This design comes from an exercise in tuning for small area, a short achievable clock period and few clock cycles on the open sky130 flow, not from production work. No run shown here included a check of the RTL's function; only the layout flow was run. Power is estimated from default activity; no workload was simulated.

$ cat flow/run.sh
#!/bin/bash
# Standard ORFS layout, with repair_timing asked to leave extra setup slack so
# that the fixed input/output paths are built fast, and a clock tree of
# clkbuf_8 leaves without dummy loads. The SDC is the standard flow's own.
set -euo pipefail
bash standard.sh SETUP_SLACK_MARGIN=7 MATCH_CELL_FOOTPRINT=0 \
  "BUFFER_PORTS_ARGS=-buffer_cell sky130_fd_sc_hd__buf_2" \
  "CTS_ARGS=-sink_clustering_enable -repair_clock_nets -sink_clustering_size 10 -buf_list sky130_fd_sc_hd__clkbuf_8 -dont_use_dummy_load" \
  finish > standard_flow.log 2>&1
$ cat standard.sh
#!/bin/bash
# synth_recipe.tcl (not shown) runs the flow's synth.tcl, then flattens the netlist and writes it again
# the make line also repeats each setting of config.mk as NAME=value (left out here)
make -C /OpenROAD-flow-scripts/flow DESIGN_CONFIG=/design/flow/config.mk WORK_HOME=/design/flow/orfs CLKGATE_MAP_FILE= SYNTH_SCRIPT=/design/flow/synth_recipe.tcl "${@:-finish}"
$ cat config.mk
export PLATFORM = sky130hd
export DESIGN_NAME = processing_element_avalon_interface
export DESIGN_NICKNAME = processing_element_avalon_interface
export VERILOG_FILES = /design/flow/design.v
export SDC_FILE = /design/flow/constraint.sdc
export NUM_CORES = 4
export LEC_CHECK = 0
export CAP_MARGIN = 20
export CORE_MARGIN = 2
export CORE_UTILIZATION = 40
export CTS_BUF_LIST = sky130_fd_sc_hd__clkbuf_8
export CTS_CLUSTER_SIZE = 10
export SLEW_MARGIN = 20
export SYNTH_HIERARCHICAL = 1
export SYNTH_MINIMUM_KEEP_SIZE = 0
$ cat constraint.sdc
create_clock -name core_clock -period 12.5 [get_ports {csi_clockreset_clk}]
set_input_delay 2.5000 -clock core_clock [delete_from_list [all_inputs] [get_ports {csi_clockreset_clk}]]
set_output_delay 2.5000 -clock core_clock [all_outputs]
set_load 0.01 [all_outputs]
$ cat design.v
module pe_mac_tree (
    input  wire [8:0]  d,
    input  wire [7:0]  o,
    input  wire [18:0] acc,
    output wire [18:0] sum
);
    wire pp_0_0 = d[0] & o[0];
    wire pp_0_1 = d[0] & o[1];
    wire pp_0_2 = d[0] & o[2];
    wire pp_0_3 = d[0] & o[3];
    wire pp_0_4 = d[0] & o[4];
    wire pp_0_5 = d[0] & o[5];
    wire pp_0_6 = d[0] & o[6];
    wire pp_1_0 = d[1] & o[0];
    wire pp_1_1 = d[1] & o[1];
    wire pp_1_2 = d[1] & o[2];
    wire pp_1_3 = d[1] & o[3];
    wire pp_1_4 = d[1] & o[4];
    wire pp_1_5 = d[1] & o[5];
    wire pp_1_6 = d[1] & o[6];
    wire pp_2_0 = d[2] & o[0];
    wire pp_2_1 = d[2] & o[1];
    wire pp_2_2 = d[2] & o[2];
    wire pp_2_3 = d[2] & o[3];
    wire pp_2_4 = d[2] & o[4];
    wire pp_2_5 = d[2] & o[5];
    wire pp_2_6 = d[2] & o[6];
    wire pp_3_0 = d[3] & o[0];
    wire pp_3_1 = d[3] & o[1];
    wire pp_3_2 = d[3] & o[2];
    wire pp_3_3 = d[3] & o[3];
    wire pp_3_4 = d[3] & o[4];
    wire pp_3_5 = d[3] & o[5];
    wire pp_3_6 = d[3] & o[6];
    wire pp_4_0 = d[4] & o[0];
    wire pp_4_1 = d[4] & o[1];
    wire pp_4_2 = d[4] & o[2];
    wire pp_4_3 = d[4] & o[3];
    wire pp_4_4 = d[4] & o[4];
    wire pp_4_5 = d[4] & o[5];
    wire pp_4_6 = d[4] & o[6];
    wire pp_5_0 = d[5] & o[0];
    wire pp_5_1 = d[5] & o[1];
    wire pp_5_2 = d[5] & o[2];
    wire pp_5_3 = d[5] & o[3];
    wire pp_5_4 = d[5] & o[4];
    wire pp_5_5 = d[5] & o[5];
    wire pp_5_6 = d[5] & o[6];
    wire pp_6_0 = d[6] & o[0];
    wire pp_6_1 = d[6] & o[1];
    wire pp_6_2 = d[6] & o[2];
    wire pp_6_3 = d[6] & o[3];
    wire pp_6_4 = d[6] & o[4];
    wire pp_6_5 = d[6] & o[5];
    wire pp_6_6 = d[6] & o[6];
    wire pp_7_0 = d[7] & o[0];
    wire pp_7_1 = d[7] & o[1];
    wire pp_7_2 = d[7] & o[2];
    wire pp_7_3 = d[7] & o[3];
    wire pp_7_4 = d[7] & o[4];
    wire pp_7_5 = d[7] & o[5];
    wire pp_7_6 = d[7] & o[6];
    wire pn_0 = o[7] & ~d[0];
    wire pn_1 = o[7] & ~d[1];
    wire pn_2 = o[7] & ~d[2];
    wire pn_3 = o[7] & ~d[3];
    wire pn_4 = o[7] & ~d[4];
    wire pn_5 = o[7] & ~d[5];
    wire pn_6 = o[7] & ~d[6];
    wire pn_7 = o[7] & ~d[7];
    wire qn_0 = d[8] & ~o[0];
    wire qn_1 = d[8] & ~o[1];
    wire qn_2 = d[8] & ~o[2];
    wire qn_3 = d[8] & ~o[3];
    wire qn_4 = d[8] & ~o[4];
    wire qn_5 = d[8] & ~o[5];
    wire qn_6 = d[8] & ~o[6];
    wire sgn = ~(o[7] | d[8]);
    wire s1, c2;
    pe_ha us1 (.a(pp_1_6), .b(pp_2_5), .s(s1), .co(c2));
    wire s3, c4;
    pe_fa us3 (.a(pp_2_6), .b(pp_3_5), .c(pp_4_4), .s(s3), .co(c4));
    wire s5, c6;
    pe_ha us5 (.a(pp_0_5), .b(pp_1_4), .s(s5), .co(c6));
    wire s7, c8;
    pe_fa us7 (.a(pp_0_6), .b(pp_1_5), .c(pp_2_4), .s(s7), .co(c8));
    wire s9, c10;
    pe_ha us9 (.a(pp_3_3), .b(pp_4_2), .s(s9), .co(c10));
    wire s11, c12;
    pe_fa us11 (.a(s1), .b(pp_3_4), .c(pp_4_3), .s(s11), .co(c12));
    wire s13, c14;
    pe_fa us13 (.a(pp_5_2), .b(pp_6_1), .c(pp_7_0), .s(s13), .co(c14));
    wire s15, c16;
    pe_ha us15 (.a(pn_0), .b(o[7]), .s(s15), .co(c16));
    wire s17, c18;
    pe_fa us17 (.a(s3), .b(pp_5_3), .c(pp_6_2), .s(s17), .co(c18));
    wire s19, c20;
    pe_fa us19 (.a(pp_7_1), .b(pn_1), .c(qn_0), .s(s19), .co(c20));
    wire s21, c22;
    pe_fa us21 (.a(d[8]), .b(acc[8]), .c(c2), .s(s21), .co(c22));
    wire s23, c24;
    pe_fa us23 (.a(pp_3_6), .b(pp_4_5), .c(pp_5_4), .s(s23), .co(c24));
    wire s25, c26;
    pe_fa us25 (.a(pp_6_3), .b(pp_7_2), .c(pn_2), .s(s25), .co(c26));
    wire s27, c28;
    pe_fa us27 (.a(qn_1), .b(acc[9]), .c(c4), .s(s27), .co(c28));
    wire s29, c30;
    pe_fa us29 (.a(pp_4_6), .b(pp_5_5), .c(pp_6_4), .s(s29), .co(c30));
    wire s31, c32;
    pe_fa us31 (.a(pp_7_3), .b(pn_3), .c(qn_2), .s(s31), .co(c32));
    wire s33, c34;
    pe_fa us33 (.a(pp_5_6), .b(pp_6_5), .c(pp_7_4), .s(s33), .co(c34));
    wire s35, c36;
    pe_ha us35 (.a(pp_0_3), .b(pp_1_2), .s(s35), .co(c36));
    wire s37, c38;
    pe_fa us37 (.a(pp_0_4), .b(pp_1_3), .c(pp_2_2), .s(s37), .co(c38));
    wire s39, c40;
    pe_ha us39 (.a(pp_3_1), .b(pp_4_0), .s(s39), .co(c40));
    wire s41, c42;
    pe_fa us41 (.a(s5), .b(pp_2_3), .c(pp_3_2), .s(s41), .co(c42));
    wire s43, c44;
    pe_fa us43 (.a(pp_4_1), .b(pp_5_0), .c(acc[5]), .s(s43), .co(c44));
    wire s45, c46;
    pe_fa us45 (.a(s7), .b(s9), .c(pp_5_1), .s(s45), .co(c46));
    wire s47, c48;
    pe_fa us47 (.a(pp_6_0), .b(acc[6]), .c(c6), .s(s47), .co(c48));
    wire s49, c50;
    pe_fa us49 (.a(s11), .b(s13), .c(s15), .s(s49), .co(c50));
    wire s51, c52;
    pe_fa us51 (.a(acc[7]), .b(c8), .c(c10), .s(s51), .co(c52));
    wire s53, c54;
    pe_fa us53 (.a(s17), .b(s19), .c(s21), .s(s53), .co(c54));
    wire s55, c56;
    pe_fa us55 (.a(c12), .b(c14), .c(c16), .s(s55), .co(c56));
    wire s57, c58;
    pe_fa us57 (.a(s23), .b(s25), .c(s27), .s(s57), .co(c58));
    wire s59, c60;
    pe_fa us59 (.a(c18), .b(c20), .c(c22), .s(s59), .co(c60));
    wire s61, c62;
    pe_fa us61 (.a(s29), .b(s31), .c(acc[10]), .s(s61), .co(c62));
    wire s63, c64;
    pe_fa us63 (.a(c24), .b(c26), .c(c28), .s(s63), .co(c64));
    wire s65, c66;
    pe_fa us65 (.a(s33), .b(pn_4), .c(qn_3), .s(s65), .co(c66));
    wire s67, c68;
    pe_fa us67 (.a(acc[11]), .b(c30), .c(c32), .s(s67), .co(c68));
    wire s69, c70;
    pe_fa us69 (.a(pp_6_6), .b(pp_7_5), .c(pn_5), .s(s69), .co(c70));
    wire s71, c72;
    pe_fa us71 (.a(qn_4), .b(acc[12]), .c(c34), .s(s71), .co(c72));
    wire s73, c74;
    pe_fa us73 (.a(pp_7_6), .b(pn_6), .c(qn_5), .s(s73), .co(c74));
    wire s75, c76;
    pe_ha us75 (.a(pp_0_2), .b(pp_1_1), .s(s75), .co(c76));
    wire s77, c78;
    pe_fa us77 (.a(s35), .b(pp_2_1), .c(pp_3_0), .s(s77), .co(c78));
    wire s79, c80;
    pe_fa us79 (.a(s37), .b(s39), .c(acc[4]), .s(s79), .co(c80));
    wire s81, c82;
    pe_fa us81 (.a(s41), .b(s43), .c(c38), .s(s81), .co(c82));
    wire s83, c84;
    pe_fa us83 (.a(s45), .b(s47), .c(c42), .s(s83), .co(c84));
    wire s85, c86;
    pe_fa us85 (.a(s49), .b(s51), .c(c46), .s(s85), .co(c86));
    wire s87, c88;
    pe_fa us87 (.a(s53), .b(s55), .c(c50), .s(s87), .co(c88));
    wire s89, c90;
    pe_fa us89 (.a(s57), .b(s59), .c(c54), .s(s89), .co(c90));
    wire s91, c92;
    pe_fa us91 (.a(s61), .b(s63), .c(c58), .s(s91), .co(c92));
    wire s93, c94;
    pe_fa us93 (.a(s65), .b(s67), .c(c62), .s(s93), .co(c94));
    wire s95, c96;
    pe_fa us95 (.a(s69), .b(s71), .c(c66), .s(s95), .co(c96));
    wire s97, c98;
    pe_fa us97 (.a(s73), .b(acc[13]), .c(c70), .s(s97), .co(c98));
    wire s99, c100;
    pe_fa us99 (.a(pn_7), .b(qn_6), .c(acc[14]), .s(s99), .co(c100));
    wire s101, c102;
    pe_ha us101 (.a(sgn), .b(acc[15]), .s(s101), .co(c102));
    wire s103, c104;
    pe_ha us103 (.a(pp_0_1), .b(pp_1_0), .s(s103), .co(c104));
    wire s105, c106;
    pe_fa us105 (.a(s75), .b(pp_2_0), .c(acc[2]), .s(s105), .co(c106));
    wire s107, c108;
    pe_fa us107 (.a(s77), .b(acc[3]), .c(c76), .s(s107), .co(c108));
    wire s109, c110;
    pe_fa us109 (.a(s79), .b(c36), .c(c78), .s(s109), .co(c110));
    wire s111, c112;
    pe_fa us111 (.a(s81), .b(c40), .c(c80), .s(s111), .co(c112));
    wire s113, c114;
    pe_fa us113 (.a(s83), .b(c44), .c(c82), .s(s113), .co(c114));
    wire s115, c116;
    pe_fa us115 (.a(s85), .b(c48), .c(c84), .s(s115), .co(c116));
    wire s117, c118;
    pe_fa us117 (.a(s87), .b(c52), .c(c86), .s(s117), .co(c118));
    wire s119, c120;
    pe_fa us119 (.a(s89), .b(c56), .c(c88), .s(s119), .co(c120));
    wire s121, c122;
    pe_fa us121 (.a(s91), .b(c60), .c(c90), .s(s121), .co(c122));
    wire s123, c124;
    pe_fa us123 (.a(s93), .b(c64), .c(c92), .s(s123), .co(c124));
    wire s125, c126;
    pe_fa us125 (.a(s95), .b(c68), .c(c94), .s(s125), .co(c126));
    wire s127, c128;
    pe_fa us127 (.a(s97), .b(c72), .c(c96), .s(s127), .co(c128));
    wire s129, c130;
    pe_fa us129 (.a(s99), .b(c74), .c(c98), .s(s129), .co(c130));
    wire s131, c132;
    pe_fa us131 (.a(s101), .b(1'b1), .c(c100), .s(s131), .co(c132));
    wire s133, c134;
    pe_fa us133 (.a(acc[16]), .b(1'b1), .c(c102), .s(s133), .co(c134));
    wire s135, c136;
    pe_ha us135 (.a(acc[17]), .b(1'b1), .s(s135), .co(c136));
    wire s137, c138;
    pe_ha us137 (.a(acc[18]), .b(1'b1), .s(s137), .co(c138));
    wire [18:0] ra = {s137, s135, s133, s131, s129, s127, s125, s123, s121, s119, s117, s115, s113, s111, s109, s107, s105, s103, pp_0_0};
    wire [18:0] rb = {c136, c134, c132, c130, c128, c126, c124, c122, c120, c118, c116, c114, c112, c110, c108, c106, c104, acc[1], acc[0]};
    wire [4:0] rc;
    assign rc[0] = 1'b0;
    assign {rc[1], sum[0]} = ra[0] + rb[0] + rc[0];
    assign {rc[2], sum[1]} = ra[1] + rb[1] + rc[1];
    assign {rc[3], sum[2]} = ra[2] + rb[2] + rc[2];
    assign {rc[4], sum[3]} = ra[3] + rb[3] + rc[3];
    wire [14:0] g0, p0;
    assign p0 = ra[18:4] ^ rb[18:4];
    assign g0 = (ra[18:4] & rb[18:4]) | {14'd0, p0[0] & rc[4]};
    wire bg1 = g0[1] | (p0[1] & g0[0]);
    wire bp1 = p0[1] & p0[0];
    wire bg2 = g0[3] | (p0[3] & g0[2]);
    wire bp2 = p0[3] & p0[2];
    wire bg3 = g0[5] | (p0[5] & g0[4]);
    wire bp3 = p0[5] & p0[4];
    wire bg4 = g0[7] | (p0[7] & g0[6]);
    wire bp4 = p0[7] & p0[6];
    wire bg5 = g0[9] | (p0[9] & g0[8]);
    wire bp5 = p0[9] & p0[8];
    wire bg6 = g0[11] | (p0[11] & g0[10]);
    wire bp6 = p0[11] & p0[10];
    wire bg7 = g0[13] | (p0[13] & g0[12]);
    wire bp7 = p0[13] & p0[12];
    wire bg8 = bg2 | (bp2 & bg1);
    wire bp8 = bp2 & bp1;
    wire bg9 = bg4 | (bp4 & bg3);
    wire bp9 = bp4 & bp3;
    wire bg10 = bg6 | (bp6 & bg5);
    wire bp10 = bp6 & bp5;
    wire bg11 = bg9 | (bp9 & bg8);
    wire bp11 = bp9 & bp8;
    wire bg12 = bg10 | (bp10 & bg11);
    wire bp12 = bp10 & bp11;
    wire bg13 = bg3 | (bp3 & bg8);
    wire bp13 = bp3 & bp8;
    wire bg14 = bg5 | (bp5 & bg11);
    wire bp14 = bp5 & bp11;
    wire bg15 = bg7 | (bp7 & bg12);
    wire bp15 = bp7 & bp12;
    wire bg16 = g0[2] | (p0[2] & bg1);
    wire bp16 = p0[2] & bp1;
    wire bg17 = g0[4] | (p0[4] & bg8);
    wire bp17 = p0[4] & bp8;
    wire bg18 = g0[6] | (p0[6] & bg13);
    wire bp18 = p0[6] & bp13;
    wire bg19 = g0[8] | (p0[8] & bg11);
    wire bp19 = p0[8] & bp11;
    wire bg20 = g0[10] | (p0[10] & bg14);
    wire bp20 = p0[10] & bp14;
    wire bg21 = g0[12] | (p0[12] & bg12);
    wire bp21 = p0[12] & bp12;
    wire bg22 = g0[14] | (p0[14] & bg15);
    wire bp22 = p0[14] & bp15;
    assign sum[4] = p0[0] ^ rc[4];
    assign sum[5] = p0[1] ^ g0[0];
    assign sum[6] = p0[2] ^ bg1;
    assign sum[7] = p0[3] ^ bg16;
    assign sum[8] = p0[4] ^ bg8;
    assign sum[9] = p0[5] ^ bg17;
    assign sum[10] = p0[6] ^ bg13;
    assign sum[11] = p0[7] ^ bg18;
    assign sum[12] = p0[8] ^ bg11;
    assign sum[13] = p0[9] ^ bg19;
    assign sum[14] = p0[10] ^ bg14;
    assign sum[15] = p0[11] ^ bg20;
    assign sum[16] = p0[12] ^ bg12;
    assign sum[17] = p0[13] ^ bg21;
    assign sum[18] = p0[14] ^ bg15;
endmodule
module pe_fa (input wire a, input wire b, input wire c, output wire s, output wire co);
    assign {co, s} = a + b + c;
endmodule
module pe_ha (input wire a, input wire b, output wire s, output wire co);
    assign {co, s} = a + b;
endmodule
module pe_mux9 (input wire [8:0] s, input wire [8:0] d, output wire y);
    wire [2:0] n;
    pe_aoi222 g0 (.a1(s[0]), .a2(d[0]), .b1(s[1]), .b2(d[1]), .c1(s[2]), .c2(d[2]), .y(n[0]));
    pe_aoi222 g1 (.a1(s[3]), .a2(d[3]), .b1(s[4]), .b2(d[4]), .c1(s[5]), .c2(d[5]), .y(n[1]));
    pe_aoi222 g2 (.a1(s[6]), .a2(d[6]), .b1(s[7]), .b2(d[7]), .c1(s[8]), .c2(d[8]), .y(n[2]));
    assign y = ~&n;
endmodule
module pe_aoi222 (
    input wire a1, input wire a2, input wire b1, input wire b2,
    input wire c1, input wire c2, output wire y
);
    assign y = ~((a1 & a2) | (b1 & b2) | (c1 & c2));
endmodule
module pe_dec30 (
    input wire [7:0] a,
    output wire h1, output wire h2, output wire h3, output wire is31
);
    assign h1 = &a[4:1];
    assign h2 = ~(a[7] | a[6]);
    assign h3 = ~(a[5] | a[0]);
    assign is31 = (a == 8'd31);
endmodule
module pe_and4 (input wire a, input wire b, input wire c, input wire d, output wire y);
    assign y = a & b & c & d;
endmodule
module pe_rd0 (
    input wire a, input wire b, input wire c, input wire d, input wire e, input wire f,
    output wire y
);
    assign y = (a & b & c & d) | (e & f);
endmodule
module processing_element_avalon_interface (
    input csi_clockreset_clk,
    input csi_clockreset_reset_n,
    input [7:0] avs_s1_address,
    input avs_s1_read,
    input avs_s1_write,
    input [31:0] avs_s1_writedata,
    output reg [31:0] avs_s1_readdata
);
    wire clk = csi_clockreset_clk;
    wire rst = ~csi_clockreset_reset_n;
    wire [7:0] a = avs_s1_address;
    reg       wr_v;
    reg [4:0] wr_a;
    reg [7:0] wr_d;
    always @(posedge clk) begin
        wr_v <= ~rst & avs_s1_write & (a < 8'd18);
        wr_a <= a[4:0];
        wr_d <= avs_s1_writedata[7:0];
    end
    reg [7:0] img [0:8];
    reg [7:0] filt [0:8];
    reg start;
    wire [7:0] din = rst ? 8'd0 : wr_d;
    wire live = wr_v;
    wire [8:0] sel_x, sel_w;
    genvar i;
    generate
        for (i = 0; i < 9; i = i + 1) begin : g_op
            assign sel_x[i] = live & (wr_a == i);
            assign sel_w[i] = live & (wr_a == i + 9);
            always @(posedge clk)
                if (rst | sel_x[i]) img[i] <= din;
            always @(posedge clk)
                if (rst | sel_w[i]) filt[i] <= din;
        end
    endgenerate
    wire [8:0] sel = sel_x | sel_w;
    wire [7:0] xs, ws;
    generate
        for (i = 0; i < 8; i = i + 1) begin : g_mux
            pe_mux9 mx (
                .s(sel),
                .d({img[8][i], img[7][i], img[6][i], img[5][i], img[4][i],
                    img[3][i], img[2][i], img[1][i], img[0][i]}),
                .y(xs[i])
            );
            pe_mux9 mw (
                .s(sel),
                .d({filt[8][i], filt[7][i], filt[6][i], filt[5][i], filt[4][i],
                    filt[3][i], filt[2][i], filt[1][i], filt[0][i]}),
                .y(ws[i])
            );
        end
    endgenerate
    wire is_x = |sel_x;
    wire [7:0] old_v   = is_x ? xs : ws;
    wire [7:0] other_v = is_x ? ws : xs;
    wire [8:0] delta = {wr_d[7], wr_d} - {old_v[7], old_v};
    always @(posedge clk)
        if (rst) start <= 1'b0;
        else if (avs_s1_write & (a == 8'd18)) start <= avs_s1_writedata[0];
    reg [8:0] d_q;
    reg [7:0] o_q;
    reg [18:0] acc;
    wire [18:0] sum;
    always @(posedge clk) begin
        d_q <= delta;
        o_q <= other_v & {8{~rst}};
    end
    pe_mac_tree mac (
        .d(d_q),
        .o(o_q),
        .acc(acc),
        .sum(sum)
    );
    always @(posedge clk)
        if (rst) acc <= 19'd0;
        else acc <= sum;
    wire [31:0] result = {{13{acc[18]}}, acc};
    wire h1, h2, h3, is31;
    pe_dec30 dec (.a(a), .h1(h1), .h2(h2), .h3(h3), .is31(is31));
    wire [31:0] rd_bits;
    pe_rd0 rd0 (.a(h1), .b(h2), .c(h3), .d(result[0]), .e(is31), .f(start), .y(rd_bits[0]));
    generate
        for (i = 1; i < 32; i = i + 1) begin : g_rd
            pe_and4 rd (.a(h1), .b(h2), .c(h3), .d(result[i]), .y(rd_bits[i]));
        end
    endgenerate
    always @(*)
        avs_s1_readdata = rd_bits;
endmodule
==> run notes, run 1 <==
max-cap violations 0; Root Driver clkbuf_8; via count 6204; R2R depth 14; Least-Margin Pin Slew 0.901 ns; die height 161 µm; IR Drop Worst-Case VDD slightly below 0.00006 V; synth warn 9; synth unique cells 51; Hold Crit Start wr_d[0]; # nets final ~920; Initial Util between 40% and 50%; startpoint types input pin; Final min period 5.85 ns; CP Data Arrival Time 3.35 ns; setup violators final 0; CTS tree yes; Clock Skew 0.0309 ns; Port Buffers 50; cts bufs inserted 17; share of cells above drive strength 1 between 10% and 20%; wire length per cell between 20 and 25 µm; H-tree levels 4; final slew viol count 0; Sequential Power Share 59.7%; Yosys top cell area share ~44%; drt first pass iters 4; clock-pin transition on the worst setup and hold timing paths 0.08 ns; number of global-route vias before repair roughly 6500; sw frac 26.1%; FP Rows 57; Total Routing Usage GR 19.2%; hold path depth 3; die area 0.0258 mm²; crit end category primary output; Pint 980 µW; synthesized flop and latch total 195; initial antenna violation count 0; worst flop-to-flop path endpoint acc[17]; Slew headroom 39.9%; FF/Latch Area 0.00535 mm²; unrepaired setup endpoints after global routing true; top_reg_cell synth edfxtp_1; cells taking the most area after synthesis edfxtp_1 44%, fa_1 14%, dfxtp_1 10%; Die W 161 µm; clk latency of the worst-skew pair 0.47 ns; Net Sw Power 346 µW; PwrDens around 120 mW/mm²; routed wire length 23.8 mm; pin count of the biggest net entering global routing 56; count of flip-flops with a built-in enable after synthesis 144; Via density 5.67; first-pass GRT wire length around 37 mm; Max Root-Sink Buffers 2; grt total ovfl 0; clock sinks ~200; Fin Setup TNS 0 ns; mapped cell area between 0.009 and 0.01 mm²; Placeable Area 0.0242 mm²; worst min-delay path class flop to flop; outcome finished clean; final count of hold timing violations 0; Ports 76; Req. time, crit path 10.00 ns; r2r setup slk 7.40 ns; sequential fraction of the synthesis area a little over half; Area Overhead vs Synth 12.7%; ant diodes 0; area of the multi-input gates about 0.0044 mm²; Synth Instances 686; WS Path Type input pin to primary output; leading cell type in the layout, fill and taps excluded edfxtp_1; fill count 2114; post-route DRC violation count 0; GPL Wtd Cong 0.832; fraction of registers with async set/reset 0%; Max Clk Rate 171 MHz; Finished Core Util between 40% and 50%; final antenna-violating net count 0; worst-path fanout max 16; post-DP HPWL roughly 16 mm; Detailed Route Iter0 Violations 624; Min-Delay Endpoint d_q[0]; r2r startpoint o_q[4]; Comb power frac 17.2%; most frequent cells in the layout 144 x edfxtp_1, 83 x and2_1, 70 x fa_1; leakage power between 0.004 and 0.005 µW; syn avg cell area 14.3 µm²; clock power share a little under a quarter; leading area contributor after synthesis edfxtp_1; period utilisation layout 46.8%
-- Yosys cell counts (2+ instances only) --
master,instances
or2_2,2
ha_1,32
nand2b_1,4
and4_1,32
a31oi_1,2
nor4b_1,2
nand2_1,13
and2_1,83
o31ai_1,2
o21ai_0,23
a211o_1,2
nand3_1,21
or2b_1,2
edfxtp_1,144
mux2i_1,18
nor3_1,5
clkbuf_1,9
a211oi_1,2
inv_1,23
o21a_1,4
fa_1,70
a41o_1,2
xnor2_1,8
nand4_1,2
a222oi_1,48
dfxtp_1,51
xor2_1,5
o211ai_1,3
a21oi_1,8
nor2b_1,25
nor2_1,14
and3_1,2
nand3b_1,3
a21o_1,3
-- registers in the layout, indices dropped and copies added, names as in the netlist --
| name | flops |
|---|---|
| acc | 19 |
| start | 1 |
| o_q | 8 |
| d_q | 9 |
| wr_v | 1 |
| filt | 72 |
| wr_d | 8 |
| img | 72 |
| wr_a | 5 |
-- layer usage --
layer  track usage (%)  wire, µm  vias to the layer above
met5                 0         0                        -
met4              9.30      1020                        0
met3              4.57      1540                       39
met2              31.6     11500                      212
met1              24.0      9790                     3161
li1                  -         -                     2792
-- Yosys stat by module (local to each module, per instance) --
| module | flip-flops and latches | cells | times used |
|---|---|---|---|
| processing_element_avalon_interface | 195 | 365 | 1 |
| pe_ha | 0 | 1 | 11 |
| pe_aoi222 | 0 | 1 | 48 |
| pe_and4 | 0 | 1 | 31 |
| pe_mac_tree | 0 | 150 | 1 |
| pe_mux9 | 0 | 1 | 16 |
| pe_dec30 | 0 | 4 | 1 |
| pe_fa | 0 | 1 | 58 |
| pe_rd0 | 0 | 3 | 1 |
-- worst max path at each step --
stage	end	cells after the start	slack, ns	start
floorplan	avs_s1_readdata[0]	4	6.84	avs_s1_address[1]
global placement	avs_s1_readdata[0]	6	6.27	avs_s1_address[7]
detailed placement	avs_s1_readdata[0]	6	6.24	avs_s1_address[7]
CTS	avs_s1_readdata[15]	5	6.66	avs_s1_address[3]
global route	avs_s1_readdata[5]	5	6.62	avs_s1_address[3]
finish	avs_s1_readdata[28]	5	6.65	avs_s1_address[3]
-- stage by stage --
stage	cells	setup WS, ns	cell area [µm²]	power, µW	hold slack (ns)
global route	1095	6.62	11100	1400	0.599
floorplan	689	6.84	9850	957	0.486
finish	1095	6.65	11100	1330	0.564
global placement	1062	6.27	10500	1000	0.501
CTS	1093	6.66	11000	1330	0.563
detailed placement	1062	6.24	10500	1020	0.533
-- power by group through the flow --
stage	Combinational [µW]	Sequential, µW	Clock, µW
finish	228	792	307
floorplan	166	791	0
global placement	202	802	0
detailed placement	215	806	0
CTS	229	792	314
global route	262	799	339
-- cell type report --
| class | count | share of cell area (%) |
|---|---|---|
| Tap cell | 324 | 3.66 |
| Sequential cell | 195 | 48.3 |
| Clock buffer | 17 | 2.11 |
| Multi-Input combinational cell | 463 | 39.9 |
| Timing Repair Buffer | 72 | 5.23 |
| Inverter | 24 | 0.814 |
-- cells by family after synthesis --
family          share of synthesized area [%]
flops                                    54.4
fa+ha+maj                                18.3
buf+inv                                  1.52
xor+xnor                                 1.16
mux                                      2.10
simple gates                             14.0
other cells                            0.0382
compound gates                           8.45
-- worst max-delay path: stages --
cell and delay (ns):
buf_12 0.11, and4_4 0.25, buf_12 0.15, and4_1 0.20, buf_2 0.13
-- repair_timing --
action | in CTS | in global routing
resized for setup | 40 | 8
buffers inserted | 9 | 1
pin swaps | 23 | 5
setup endpoints to repair | 32 | 32
hold buffers | 0 | 0
gates cloned | 5 | 1
==> run 2: changes to the inputs <==
--- a/flow/run.sh
+++ b/flow/run.sh
@@ -4,5 +4,5 @@
 # clkbuf_8 leaves without dummy loads. The SDC is the standard flow's own.
 set -euo pipefail
-bash standard.sh SETUP_SLACK_MARGIN=7 MATCH_CELL_FOOTPRINT=0 \
+bash standard.sh SETUP_SLACK_MARGIN=6.75 MATCH_CELL_FOOTPRINT=0 \
   "BUFFER_PORTS_ARGS=-buffer_cell sky130_fd_sc_hd__buf_2" \
   "CTS_ARGS=-sink_clustering_enable -repair_clock_nets -sink_clustering_size 10 -buf_list sky130_fd_sc_hd__clkbuf_8 -dont_use_dummy_load" \
==> run 2 against run 1 <==
Count of clock-buffer cells in the layout did not move. Die area unchanged. Fmax shrank 0.49%. Non-clock buffer count up 4. Clock skew grew 0.0090 ns. Power barely moved. Sequential share of layout area rose by 0.10 points. Core utilization fell by 0.098 points. Combinational power decreased by 2%. Critical path type unchanged.
==> run notes, run 2 <==
routed wire length 23.4 mm (-1.7%); CTS tree yes; H-tree levels 4 (unchanged); largest family of logic cells by synthesized area adder cells; CTS Hold Bufs 0 (unchanged); die area 0.0258 mm² (unchanged); cells taking the most area after synthesis edfxtp_1 44%, fa_1 14%, dfxtp_1 10%; worst min-delay path class flop to flop; final antenna-violating net count 0 (unchanged); cts bufs inserted 17 (unchanged); WS Path Type input pin to primary output; drt first pass iters 6 (+2); final count of hold timing violations 0 (unchanged); crit end category primary output; Clock Skew 0.0399 ns (+0.00900 ns); ant diodes 0 (unchanged); Max Clk Rate 170 MHz (-0.49%); post-route DRC violation count 0 (unchanged); Detailed Route Iter0 Violations 697 (+12%); Synth Instances 686 (unchanged); final slew viol count 0 (unchanged); Placeable Area 0.0242 mm² (unchanged); Ports 76 (unchanged); Slowest cell on crit path and4_4; pin count of the biggest net entering global routing 56 (unchanged); Initial Util 40.6% (unchanged); Root Driver clkbuf_8; crit path cell chain buf_12 -> and4_4 -> clkbuf_16 -> and4_1 -> buf_2; syn avg cell area 14.3 µm² (unchanged); leading area contributor after synthesis edfxtp_1; leading cell type in the layout, fill and taps excluded edfxtp_1; clock-pin transition on the worst setup and hold timing paths 0.08 ns (about the same); clock sinks 195 (unchanged); most frequent cells in the layout 144 x edfxtp_1, 83 x and2_1, 70 x fa_1; Synth Area in Compound Gates 8.45% (unchanged); Slew headroom 43.5% (+3.5 points); clk latency of the worst-skew pair 0.47 ns (about the same); post-DP HPWL 15.1 mm (-2.5%); synth unique cells 51 (unchanged); Max Root-Sink Buffers 2 (unchanged); slowest cell delay on critical path 0.31 ns (+0.06 ns); via count 6135 (-1.1%); startpoint types input pin; Largest regs filt: 72 flops, img: 72 flops, acc: 19 flops; die height 161 µm (unchanged); post-synthesis adder-cell area fraction 18.3% (unchanged); Finished Cell Area 0.0110 mm² (-0.22%); setup violators final 0 (unchanged); most common cell in the netlist edfxtp_1; CP Data Arrival Time 3.38 ns (+0.03 ns); max-cap violations 0 (unchanged); worst-path fanout max 8 (-8); Synth Area in XOR/XNOR 1.16% (unchanged); unrepaired setup endpoints after global routing true; period utilisation layout 47.1% (+0.23 points); Die W 161 µm (unchanged); wire length per cell 21.3 µm (-1.9%); top_reg_cell synth edfxtp_1; GPL Wtd Cong 0.816 (-2.0%); share of cells above drive strength 1 14.2% (+0.074 points); outcome finished clean; grt total ovfl 0 (unchanged); initial antenna violation count 0 (unchanged); number of global-route vias before repair 6393 (-1.9%); Least-Margin Pin Slew 0.842 ns (-0.0586 ns); PwrDens 120 mW/mm² (+0.17%); Req. time, crit path 10.00 ns (about the same); Yosys top cell area share 44.0% (unchanged); # nets final 922 (+0.33%); Port Buffers 50 (unchanged); sequential fraction of the synthesis area 54.4% (unchanged); fraction of registers with async set/reset 0% (unchanged); first-pass GRT wire length 37.0 mm (-0.68%); synthesized flop and latch total 195 (unchanged); count of flip-flops with a built-in enable after synthesis 144 (unchanged); Simple-Gate Fraction of Synth Area 14.0% (unchanged); most frequent cells after synthesis 144 x edfxtp_1, 83 x and2_1, 70 x fa_1, 51 x dfxtp_1, 48 x a222oi_1; leakage power 0.00451 µW (about the same); Area Overhead vs Synth 12.4%; Placed Area 0.0106 mm² (+0.33%); Final min period 5.88 ns (+0.0289 ns); IR Drop Worst-Case VDD 0.0000498 V (-16%); Fin Setup TNS 0 ns (unchanged); Total Routing Usage GR 19.0% (-0.26 points); post-synthesis mux area share 2.10% (unchanged); FP Rows 57 (unchanged); mapped cell area 0.00982 mm² (unchanged); synth warn 9 (unchanged); Via density 5.59 (-1.4%)
run 2: cell counts after synthesis:
Identical to the previous run, type by type.
run 2: power by group:
group          internal (µW)  leakage [µW]  switching, µW  total [µW]
combinational            100       0.00258            123         223
clock                    121      0.000122            191         312
sequential               756       0.00181           34.5         790
run 2: final timing paths:
check | start | slack [ns] | endpoint | depth (start not counted)
max | avs_s1_address[3] | 6.62 | avs_s1_readdata[17] | 5
min | start | 0.54 | start | 2
max reg2reg | d_q[2] | 7.35 | acc[17] | 14
min reg2reg | start | 0.54 | start | 2
run 2: critical path, delay by kind of cell:
family	cells	cell delay, ns
buffers and inverters	3	0.39
and+or+nand+nor	2	0.48
run 2: modules after synthesis (local to each module, per instance):
module	flops+latches	cells	cell area (µm²)	copies in the design
processing_element_avalon_interface	195	365	6510	1
pe_ha	0	1	12.5	11
pe_mac_tree	0	150	1140	1
pe_mux9	0	1	5.00	16
pe_dec30	0	4	26.3	1
pe_and4	0	1	8.76	31
pe_fa	0	1	20.0	58
pe_rd0	0	3	13.8	1
pe_aoi222	0	1	10.0	48
run 2: routing by layer:
metal	share of wire [%]	vias to the layer above	GRT usage [%]	wire, µm
met5	0	-	0	0
met4	2.9	0	6.35	671
met3	5.8	29	3.15	1350
met2	49	196	32.1	11500
met1	42	3119	25.0	9880
li1	-	2791	-	-
run 2: logic make-up (layout without fill, tap and decap cells):
| kind of cell | count (synthesis) | after routing |
|---|---|---|
| AO/OA/AOI/OAI | 103 | 103 |
| XOR/XNOR | 13 | 13 |
| adder cells (fa/ha/maj) | 102 | 102 |
| buffers and inverters | 35 | 117 |
| flip-flops | 195 | 195 |
| multiplexers | 20 | 20 |
| other | 1 | 4 |
| AND/OR/NAND/NOR | 217 | 220 |
run 2: what timing repair did:
action | 4_1_cts | 5_1_grt
pin swaps | 13 | 3
setup endpoints to repair | 32 | 32
gates cloned | 4 | 0
buffers inserted | 8 | 2
gates resized for setup | 22 | 5
run 2: final cells by class:
class,instances,area (µm²)
well taps,324,405
repair buffers,76,571
flip-flops and latches,195,5350
clock buffers,17,234
inverters,24,90.1
multi-input cells,462,4390
fillers,2127,13100
run 2: through the flow:
stage	hold slack, ns	setup slack [ns]	utilization [%]	cells	power [µW]
global route	0.583	6.59	45.7	1098	1400
global placement	0.497	6.38	43.7	1067	1010
CTS	0.546	6.60	45.5	1096	1340
floorplan	0.486	6.83	-	689	957
finish	0.539	6.62	45.7	1098	1330
detailed placement	0.529	6.31	43.7	1067	1020

## what the ideal ports hide
In the flow no input, the clock included, has a driving cell. The finished layouts below were timed again as built, in two steps.
Step 1 (the two cells are an assumption about what drives the block):
set clk [get_ports {csi_clockreset_clk}]
set_driving_cell -lib_cell sky130_fd_sc_hd__clkbuf_16 $clk
set_driving_cell -lib_cell sky130_fd_sc_hd__buf_2 [delete_from_list [all_inputs] $clk]
Step 2, shift: input delay + t, output delay - t, t = (earliest + latest rising clock arrival at the registers) / 2. This alone moves slack from input paths to output paths.
a / b / c = ideal / step 1 / step 2; a / b = the first two.
| run | t (ns) | slack for setup (ns) | hold WS [ns] | worst setup path at the end |
|---|---|---|---|---|
| run 1 | 0.488 | 6.647 / 6.584 / 6.584 | 0.564 / 0.564 / 0.564 | input to output |
| run 2 | 0.488 | 6.618 / 6.544 / 6.544 | 0.539 / 0.539 / 0.539 | input to output |
After both steps setup and hold are still met in every run listed. The setup slack of run 2, which loses most, moves by -0.074 ns with the drivers and by -0.074 ns with both steps.
